What follows belongs to an exercise in optimizing a design on an open flow for small area, a short achievable clock period and few clock cycles per item; a production flow would make more cautious choices.
At most, simulation tests tie the RTL to the original design; equivalence was not proved.
Power is estimated from default activity; no workload was simulated.

==> module SearchTask, before the edit <==
module SearchTask(
  input         clock,
  input         reset,
  input         io_inValid,
  input         io_inLast,
  output        io_inReady,
  output        io_fire,
  input  [63:0] io_ben,
  input  [63:0] io_nben,
  input  [63:0] io_reward,
  input  [63:0] io_id,
  input         io_resultOut_ready,
  output        io_resultOut_valid,
  output [10:0] io_resultOut_bits_winner,
  output [7:0]  io_resultOut_bits_bid
);
  reg       s_valid;    
  reg       s_last;     
  reg       act;        
  reg       done;       
  reg [7:0] accBest;
  reg [7:0] accSecond;
  reg [7:0] accId;
  reg [7:0] accReward;
  wire busy = (done & ~io_resultOut_ready) | (s_valid & s_last);
  assign io_inReady = ~busy;
  assign io_fire = io_inValid & ~busy;
  wire part = act | ~s_valid;
  wire [8:0] nb [0:7];
  wire [7:0] yA, yS;    
  genvar i, j;
  generate
    for (i = 0; i < 8; i = i + 1) begin : row
      for (j = i + 1; j < 8; j = j + 1) begin : col
        wire y, ny;    
        Ge8G c (.a(io_ben[8*i +: 8]), .nb(io_nben[8*j +: 8]), .y(y));
        GInv inv (.a(y), .y(ny));
        assign nb[j][i]   = ny;
        assign nb[i][j-1] = y;
      end
      Ge8G ca (.a(accBest),   .nb(io_nben[8*i +: 8]), .y(yA[i]));
      Ge8G cs (.a(accSecond), .nb(io_nben[8*i +: 8]), .y(yS[i]));
      GNand2 na (.a(yA[i]), .b(part), .y(nb[i][8]));
      GNand2 ns (.a(yS[i]), .b(part), .y(nb[i][7]));
    end
  endgenerate
  wire [7:0] wB, wI, wR, sL;
  wire       wAB, wAI, wAR, sA, sS, sS1, sS2;
  generate
    for (i = 0; i < 8; i = i + 1) begin : rk
      Win9 w (.nb(nb[i]), .y0(wB[i]), .y1(wI[i]), .y2(wR[i]));
      One9 s (.nb(nb[i]), .y(sL[i]));
    end
  endgenerate
  All8e wa (.v(yA), .en(part), .y0(wAB), .y1(wAI), .y2(wAR));
  One8e sa (.nb(yA), .en(part), .y(sA));
  All8e ss (.v(yS), .en(part), .y0(sS), .y1(sS1), .y2(sS2));
  wire [7:0] nBest, nSecond, nId, nReward;
  Sel10 mb (.v({io_ben, 8'd0, accBest}),        .s({wB, 1'b0, wAB}), .y(nBest));
  Sel10 ms (.v({io_ben, accSecond, accBest}),   .s({sL, sS, sA}),    .y(nSecond));
  Sel10 mi (.v({io_id, 8'd0, accId}),           .s({wI, 1'b0, wAI}), .y(nId));
  Sel10 mr (.v({io_reward, 8'd0, accReward}),   .s({wR, 1'b0, wAR}), .y(nReward));
  always @(posedge clock) begin
    if (reset) begin
      s_valid <= 1'b0;
      act     <= 1'b0;
      done    <= 1'b0;
    end else begin
      s_valid <= io_fire;
      if (s_valid) begin
        act  <= ~s_last;
        done <= s_last;
      end else if (io_resultOut_ready) begin
        done <= 1'b0;
      end
    end
    s_last    <= io_inLast;
    accBest   <= nBest;
    accSecond <= nSecond;
    accId     <= nId;
    accReward <= nReward;
  end
  assign io_resultOut_valid       = done;
  assign io_resultOut_bits_winner = {3'd0, accId};
  BidCalc bc (.best(accBest), .second(accSecond), .reward(accReward), .bid(io_resultOut_bits_bid));
endmodule
Settings: LEC_CHECK=0, CAP_MARGIN=20, CORE_MARGIN=2, CORE_UTILIZATION=40, GPL_TIMING_DRIVEN=0, PLACE_DENSITY=0.6, SETUP_SLACK_MARGIN=0.1, SLEW_MARGIN=20, SYNTH_HIERARCHICAL=1; clock period 4.0 ns.
standard.sh (not shown) runs the stock make flow with config.mk's settings and CLKGATE_MAP_FILE= SYNTH_SCRIPT=/design/flow/synth_recipe.tcl, a recipe that flattens the netlist after the stock synthesis.
==> flow/flow/run.sh <==
#!/bin/bash
# The standard layout (standard.sh), with two changes:
# - plain buf_2 buffers on the ports instead of the flow's default choice (a
#   delay cell); every port still gets its own buffer;
# - after synthesis, every combinational cell is set to the smallest drive of
#   its kind (flow/downsize.tcl); the flow's resizing sizes up what timing needs.
# Each tool's full output goes to a log of its own here; ORFS's per-step logs
# are under orfs/logs/.
set -euo pipefail
export BUFFER_PORTS_ARGS="-buffer_cell sky130_fd_sc_hd__buf_2"
bash standard.sh synth > standard_synth.log 2>&1
export SYNTH_ODB=orfs/results/${FLOW_PLATFORM}/AuctionSearch/base/1_synth.odb
openroad -no_init -exit flow/downsize.tcl > downsize.log 2>&1
touch orfs/results/${FLOW_PLATFORM}/AuctionSearch/base/1_synth.sdc
bash standard.sh > standard.log 2>&1
==> flow/flow/downsize.tcl <==
# Set every combinational cell of the synthesized netlist to the smallest
# drive of its kind (same function and footprint); placement's and timing
# repair's resizing then sizes up what the timing needs. Registers, tie cells
# and delay cells are left as synthesis made them.
read_db $::env(SYNTH_ODB)
set db [ord::get_db]
set block [ord::get_db_block]
set swapped 0
set saved 0.0
foreach inst [$block getInsts] {
  set m [$inst getMaster]
  set name [$m getName]
  if {![regexp {^(sky130_fd_sc_hd__([a-z0-9]+))_([0-9]+)$} $name -> base kind n]} { continue }
  if {[regexp {^(df|edf|sdf|dl|conb|tap|fill|decap|clkdly|dlygate|dlymetal|probe|lpflow|ebuf|einv)} $kind]} { continue }
  set best $m
  foreach s {0 1 2} {
    set c [$db findMaster ${base}_$s]
    if {$c ne "NULL" && [$c getWidth] < [$best getWidth]} { set best $c }
  }
  if {$best ne $m} {
    set saved [expr {$saved + ([$m getWidth] - [$best getWidth]) * [$m getHeight] / 1e6}]
    $inst swapMaster $best
    incr swapped
  }
}
puts "downsize: swapped $swapped cells, [format %.1f $saved] um2 less"
write_db $::env(SYNTH_ODB)
Testbench counts at the start, summed over its fixed seeds: cycles 31,933, rounds 5,813.
Next try:
--- a/flow/design.v
+++ b/flow/design.v
@@ -118,8 +118,41 @@
   GAoi21 l2b (.a1(t1[3]), .a2(g1[2]), .b1(g1[3]), .y(nghi));
   GNand2 l2c (.a(t1[3]), .b(t1[2]), .y(nthi));
   GOai21 l3  (.a1(nthi), .a2(nglo), .b1(nghi), .y(y));
 endmodule
+module Gt8G(
+  input  [7:0] a,
+  input  [7:0] nb,
+  output       y
+);
+  wire [7:0] ng, nt;
+  wire [3:0] g1, t1;
+  wire nglo, nghi, nthi;
+  genvar k;
+  generate
+    for (k = 0; k < 8; k = k + 1) begin : bt
+      GNand2 ug (.a(a[k]), .b(nb[k]), .y(ng[k]));       
+      if (k > 0) begin : t
+        GNor2  ut (.a(a[k]), .b(nb[k]), .y(nt[k]));     
+      end else begin : t0
+        assign nt[k] = 1'b1;   
+      end
+    end
+    for (k = 0; k < 4; k = k + 1) begin : l1
+      if (k == 0) begin : c
+        GOai21 ug (.a1(nt[1]), .a2(ng[0]), .b1(ng[1]), .y(g1[0]));
+        assign t1[0] = 1'b0;   
+      end else begin : n
+        GOai21 ug (.a1(nt[2*k+1]), .a2(ng[2*k]), .b1(ng[2*k+1]), .y(g1[k]));
+        GNor2  ut (.a(nt[2*k+1]), .b(nt[2*k]), .y(t1[k]));
+      end
+    end
+  endgenerate
+  GAoi21 l2a (.a1(t1[1]), .a2(g1[0]), .b1(g1[1]), .y(nglo));
+  GAoi21 l2b (.a1(t1[3]), .a2(g1[2]), .b1(g1[3]), .y(nghi));
+  GNand2 l2c (.a(t1[3]), .b(t1[2]), .y(nthi));
+  GOai21 l3  (.a1(nthi), .a2(nglo), .b1(nghi), .y(y));
+endmodule
 module GInv(input a, output y); assign y = ~a; endmodule
 module GAnd2(input a, input b, output y); assign y = a & b; endmodule
 module GNand2(input a, input b, output y); assign y = ~(a & b); endmodule
 module GNor2(input a, input b, output y); assign y = ~(a | b); endmodule
@@ -267,13 +300,20 @@
   genvar i, j;
   generate
     for (i = 0; i < 8; i = i + 1) begin : row
       for (j = i + 1; j < 8; j = j + 1) begin : col
-        wire y, ny;    
-        Ge8G c (.a(io_ben[8*i +: 8]), .nb(io_nben[8*j +: 8]), .y(y));
-        GInv inv (.a(y), .y(ny));
-        assign nb[j][i]   = ny;
-        assign nb[i][j-1] = y;
+        wire y, ny;
+        if ((i + j) % 2 == 0) begin : fwd
+          Ge8G c (.a(io_ben[8*i +: 8]), .nb(io_nben[8*j +: 8]), .y(y));
+          GInv inv (.a(y), .y(ny));
+          assign nb[j][i]   = ny;
+          assign nb[i][j-1] = y;
+        end else begin : rev
+          Gt8G c (.a(io_ben[8*j +: 8]), .nb(io_nben[8*i +: 8]), .y(y));
+          GInv inv (.a(y), .y(ny));
+          assign nb[i][j-1] = ny;
+          assign nb[j][i]   = y;
+        end
       end
       Ge8G ca (.a(accBest),   .nb(io_nben[8*i +: 8]), .y(yA[i]));
       Ge8G cs (.a(accSecond), .nb(io_nben[8*i +: 8]), .y(yS[i]));
       GNand2 na (.a(yA[i]), .b(part), .y(nb[i][8]));
Result:
- count of clock-buffer cells in the layout grows by 4
- clock skew grows by 0.015 ns
- total power hardly moves
- hold slack got worse by 0.0074 ns
- cell area shrinks by 0.59%
Testbench counts after the change, summed over its fixed seeds: cycles 31,933, rounds 5,813.

========
Another version of the RTL of AuctionSearch (not shown whole).
Size: about 340 I/O pins.
==> module Benefit8, before the edit <==
module Benefit8(
  input  [7:0] r,
  input        v,
  input  [7:0] p,
  output [7:0] b,
  output [7:0] nb
);
  wire [7:0] nr, g0, t0, h;
  wire [7:0] ng1, nt1, g2, t2, ng3;
  genvar k;
  generate
    for (k = 0; k < 8; k = k + 1) begin : bt
      GInv  inr (.a(r[k]), .y(nr[k]));
      GNor2  ug (.a(nr[k]), .b(p[k]), .y(g0[k]));
      GNand2 ut (.a(nr[k]), .b(p[k]), .y(t0[k]));
      GNor2b uh (.a(g0[k]), .bn(t0[k]), .y(h[k]));       
    end
    GInv l1z (.a(t0[0]), .y(ng1[0]));
    assign nt1[0] = 1'b1;   
    for (k = 1; k < 8; k = k + 1) begin : l1
      if (k == 1) begin : c
        GAoi21 ug (.a1(t0[1]), .a2(t0[0]), .b1(g0[1]), .y(ng1[1]));
      end else begin : n
        GAoi21 ug (.a1(t0[k]), .a2(g0[k-1]), .b1(g0[k]), .y(ng1[k]));
      end
      GNand2 ut (.a(t0[k]), .b(t0[k-1]), .y(nt1[k]));
    end
    for (k = 0; k < 8; k = k + 1) begin : l2
      if (k < 2) begin : c
        GInv ug (.a(ng1[k]), .y(g2[k]));
        assign t2[k] = 1'b0;   
      end else begin : n
        GOai21 ug (.a1(nt1[k]), .a2(ng1[k-2]), .b1(ng1[k]), .y(g2[k]));
        if (k >= 4) begin : t
          GNor2 ut (.a(nt1[k]), .b(nt1[k-2]), .y(t2[k]));
        end else begin : nt
          assign t2[k] = 1'b0;   
        end
      end
    end
    for (k = 0; k < 8; k = k + 1) begin : l3
      if (k < 4) begin : c
        GInv ug (.a(g2[k]), .y(ng3[k]));
      end else begin : n
        GAoi21 ug (.a1(t2[k]), .a2(g2[k-4]), .b1(g2[k]), .y(ng3[k]));
      end
    end
  endgenerate
  wire nv, pos, pos2;
  GInv  iv (.a(v), .y(nv));
  GNor2 up (.a(ng3[7]), .b(nv), .y(pos));
  GNor2 uq (.a(ng3[7]), .b(nv), .y(pos2));
  wire [7:0] d;
  GInv  d0 (.a(h[0]), .y(d[0]));
  generate
    for (k = 1; k < 8; k = k + 1) begin : s
      GXnor2 ux (.a(h[k]), .b(ng3[k-1]), .y(d[k]));
    end
    for (k = 0; k < 8; k = k + 1) begin : m
      GAnd2  ub (.a(d[k]), .b(pos), .y(b[k]));
      GNand2 un (.a(d[k]), .b(pos2), .y(nb[k]));
    end
  endgenerate
endmodule
==> module Diff8, before the edit <==
module Diff8(
  input  [7:0] r,
  input  [7:0] p,
  output [7:0] d
);
  wire [7:0] nr, g0, t0, h;
  wire [7:0] ng1, nt1, g2, t2, ng3;
  genvar k;
  generate
    for (k = 0; k < 8; k = k + 1) begin : bt
      GInv  inr (.a(r[k]), .y(nr[k]));
      GNor2  ug (.a(nr[k]), .b(p[k]), .y(g0[k]));
      GNand2 ut (.a(nr[k]), .b(p[k]), .y(t0[k]));
      GNor2b uh (.a(g0[k]), .bn(t0[k]), .y(h[k]));       
    end
    GInv l1z (.a(t0[0]), .y(ng1[0]));
    assign nt1[0] = 1'b1;   
    for (k = 1; k < 8; k = k + 1) begin : l1
      if (k == 1) begin : c
        GAoi21 ug (.a1(t0[1]), .a2(t0[0]), .b1(g0[1]), .y(ng1[1]));
      end else begin : n
        GAoi21 ug (.a1(t0[k]), .a2(g0[k-1]), .b1(g0[k]), .y(ng1[k]));
      end
      GNand2 ut (.a(t0[k]), .b(t0[k-1]), .y(nt1[k]));
    end
    for (k = 0; k < 8; k = k + 1) begin : l2
      if (k < 2) begin : c
        GInv ug (.a(ng1[k]), .y(g2[k]));
        assign t2[k] = 1'b0;   
      end else begin : n
        GOai21 ug (.a1(nt1[k]), .a2(ng1[k-2]), .b1(ng1[k]), .y(g2[k]));
        if (k >= 4) begin : t
          GNor2 ut (.a(nt1[k]), .b(nt1[k-2]), .y(t2[k]));
        end else begin : nt
          assign t2[k] = 1'b0;   
        end
      end
    end
    for (k = 0; k < 8; k = k + 1) begin : l3
      if (k < 4) begin : c
        GInv ug (.a(g2[k]), .y(ng3[k]));
      end else begin : n
        GAoi21 ug (.a1(t2[k]), .a2(g2[k-4]), .b1(g2[k]), .y(ng3[k]));
      end
    end
  endgenerate
  GInv  d0 (.a(h[0]), .y(d[0]));
  generate
    for (k = 1; k < 8; k = k + 1) begin : s
      GXnor2 ux (.a(h[k]), .b(ng3[k-1]), .y(d[k]));
    end
  endgenerate
endmodule
==> module GNor2b, before the edit <==
module GNor2b(input a, input bn, output y); assign y = ~(a | ~bn); endmodule
==> flow/config.mk <==
export PLATFORM = sky130hd
export DESIGN_NAME = AuctionSearch
export DESIGN_NICKNAME = AuctionSearch
export VERILOG_FILES = /design/flow/design.v
export SDC_FILE = /design/flow/constraint.sdc
export NUM_CORES = 4
export LEC_CHECK = 0
export CAP_MARGIN = 20
export CORE_MARGIN = 2
export CORE_UTILIZATION = 40
export GPL_TIMING_DRIVEN = 0
export PLACE_DENSITY = 0.6
export SETUP_SLACK_MARGIN = 0.1
export SLEW_MARGIN = 20
export SYNTH_HIERARCHICAL = 1
export TNS_END_PERCENT = 10
==> flow/constraint.sdc <==
create_clock -name core_clock -period 4.0 [get_ports {clock}]
set_input_delay 0.8000 -clock core_clock [delete_from_list [all_inputs] [get_ports {clock}]]
set_output_delay 0.8000 -clock core_clock [all_outputs]
set_load 0.01 [all_outputs]
==> flow/flow/run.sh <==
#!/bin/bash
# The standard layout (standard.sh), with two changes:
# - plain buf_1 buffers on the ports instead of the flow's default choice (a
#   delay cell); every port still gets its own buffer;
# - after synthesis, every combinational cell is set to the smallest drive of
#   its kind (flow/downsize.tcl); the flow's resizing sizes up what timing needs.
# Each tool's full output goes to a log of its own here; ORFS's per-step logs
# are under orfs/logs/.
set -euo pipefail
export BUFFER_PORTS_ARGS="-buffer_cell sky130_fd_sc_hd__buf_1"
bash standard.sh synth > standard_synth.log 2>&1
export SYNTH_ODB=orfs/results/${FLOW_PLATFORM}/AuctionSearch/base/1_synth.odb
openroad -no_init -exit flow/downsize.tcl > downsize.log 2>&1
touch orfs/results/${FLOW_PLATFORM}/AuctionSearch/base/1_synth.sdc
bash standard.sh > standard.log 2>&1
Scripts as last shown in full above: flow/flow/downsize.tcl
Change:
--- a/flow/design.v
+++ b/flow/design.v
@@ -39,5 +39,5 @@
       GNor2  ug (.a(nr[k]), .b(p[k]), .y(g0[k]));
       GNand2 ut (.a(nr[k]), .b(p[k]), .y(t0[k]));
-      GNor2b uh (.a(g0[k]), .bn(t0[k]), .y(h[k]));       
+      GXnor2 uh (.a(r[k]), .b(p[k]), .y(h[k]));
     end
     GInv l1z (.a(t0[0]), .y(ng1[0]));
@@ -101,5 +101,5 @@
       GNor2  ug (.a(nr[k]), .b(p[k]), .y(g0[k]));
       GNand2 ut (.a(nr[k]), .b(p[k]), .y(t0[k]));
-      GNor2b uh (.a(g0[k]), .bn(t0[k]), .y(h[k]));       
+      GXnor2 uh (.a(r[k]), .b(p[k]), .y(h[k]));
     end
     GInv l1z (.a(t0[0]), .y(ng1[0]));
@@ -218,5 +218,4 @@
 module GOr3(input a, input b, input c, output y); assign y = a | b | c; endmodule
 module GAo22(input a1, input a2, input b1, input b2, output y); assign y = (a1 & a2) | (b1 & b2); endmodule
-module GNor2b(input a, input bn, output y); assign y = ~(a | ~bn); endmodule
 module GXor2(input a, input b, output y); assign y = a ^ b; endmodule
 module GXnor2(input a, input b, output y); assign y = ~(a ^ b); endmodule
=> The new run completed without violations; critical path depth came out higher by 1; clock skew drops by 18 ps; clock-buffer cell count does not change; total power is higher by a few percent; cell count goes down slightly; via count hardly moves; synthesized cell count came out lower slightly; sequential power is about the same.
Testbench counts after the change, summed over its fixed seeds: cycles 31,933, rounds 5,813.
Only the layout flow was run in the first run of this note; the RTL was not checked for function there.

-- static timing again, ports no longer ideal --
In the flow no input, the clock included, has a driving cell. The finished layouts below were timed again as built, in two steps. Step 1 sets driving cells, clkbuf_16 on the clock port and buf_2 on the other inputs (assumed; they add their load-dependent delay and slew). Step 2, shift: input delay + t, output delay - t, t = (earliest + latest rising clock arrival at the registers) / 2. This alone moves slack from input paths to output paths. Three values: ideal, step 1, step 2; two values: the first two.
run	t (ns)	setup WS [ns]	hold WS [ns]	worst data-port slew with drivers (ns)
the first run of note 1	0.510	0.110 / 0.054 / -0.320	0.434 / 0.401 / 0.454	0.06
the second run of note 1	0.536	0.180 / 0.119 / -0.309	0.426 / 0.389 / 0.439	0.06
the first run of note 2	0.519	0.089 / 0.042 / -0.382	0.410 / 0.385 / 0.487	0.05
the second run of note 2	0.544	0.144 / 0.096 / -0.346	0.380 / 0.357 / 0.488	0.06
With both steps, setup timing fails in every run listed, where it was met with ideal ports. For the second run of note 2, which loses most, drivers alone change the setup slack by -0.048 ns; drivers and shift together by -0.490 ns.
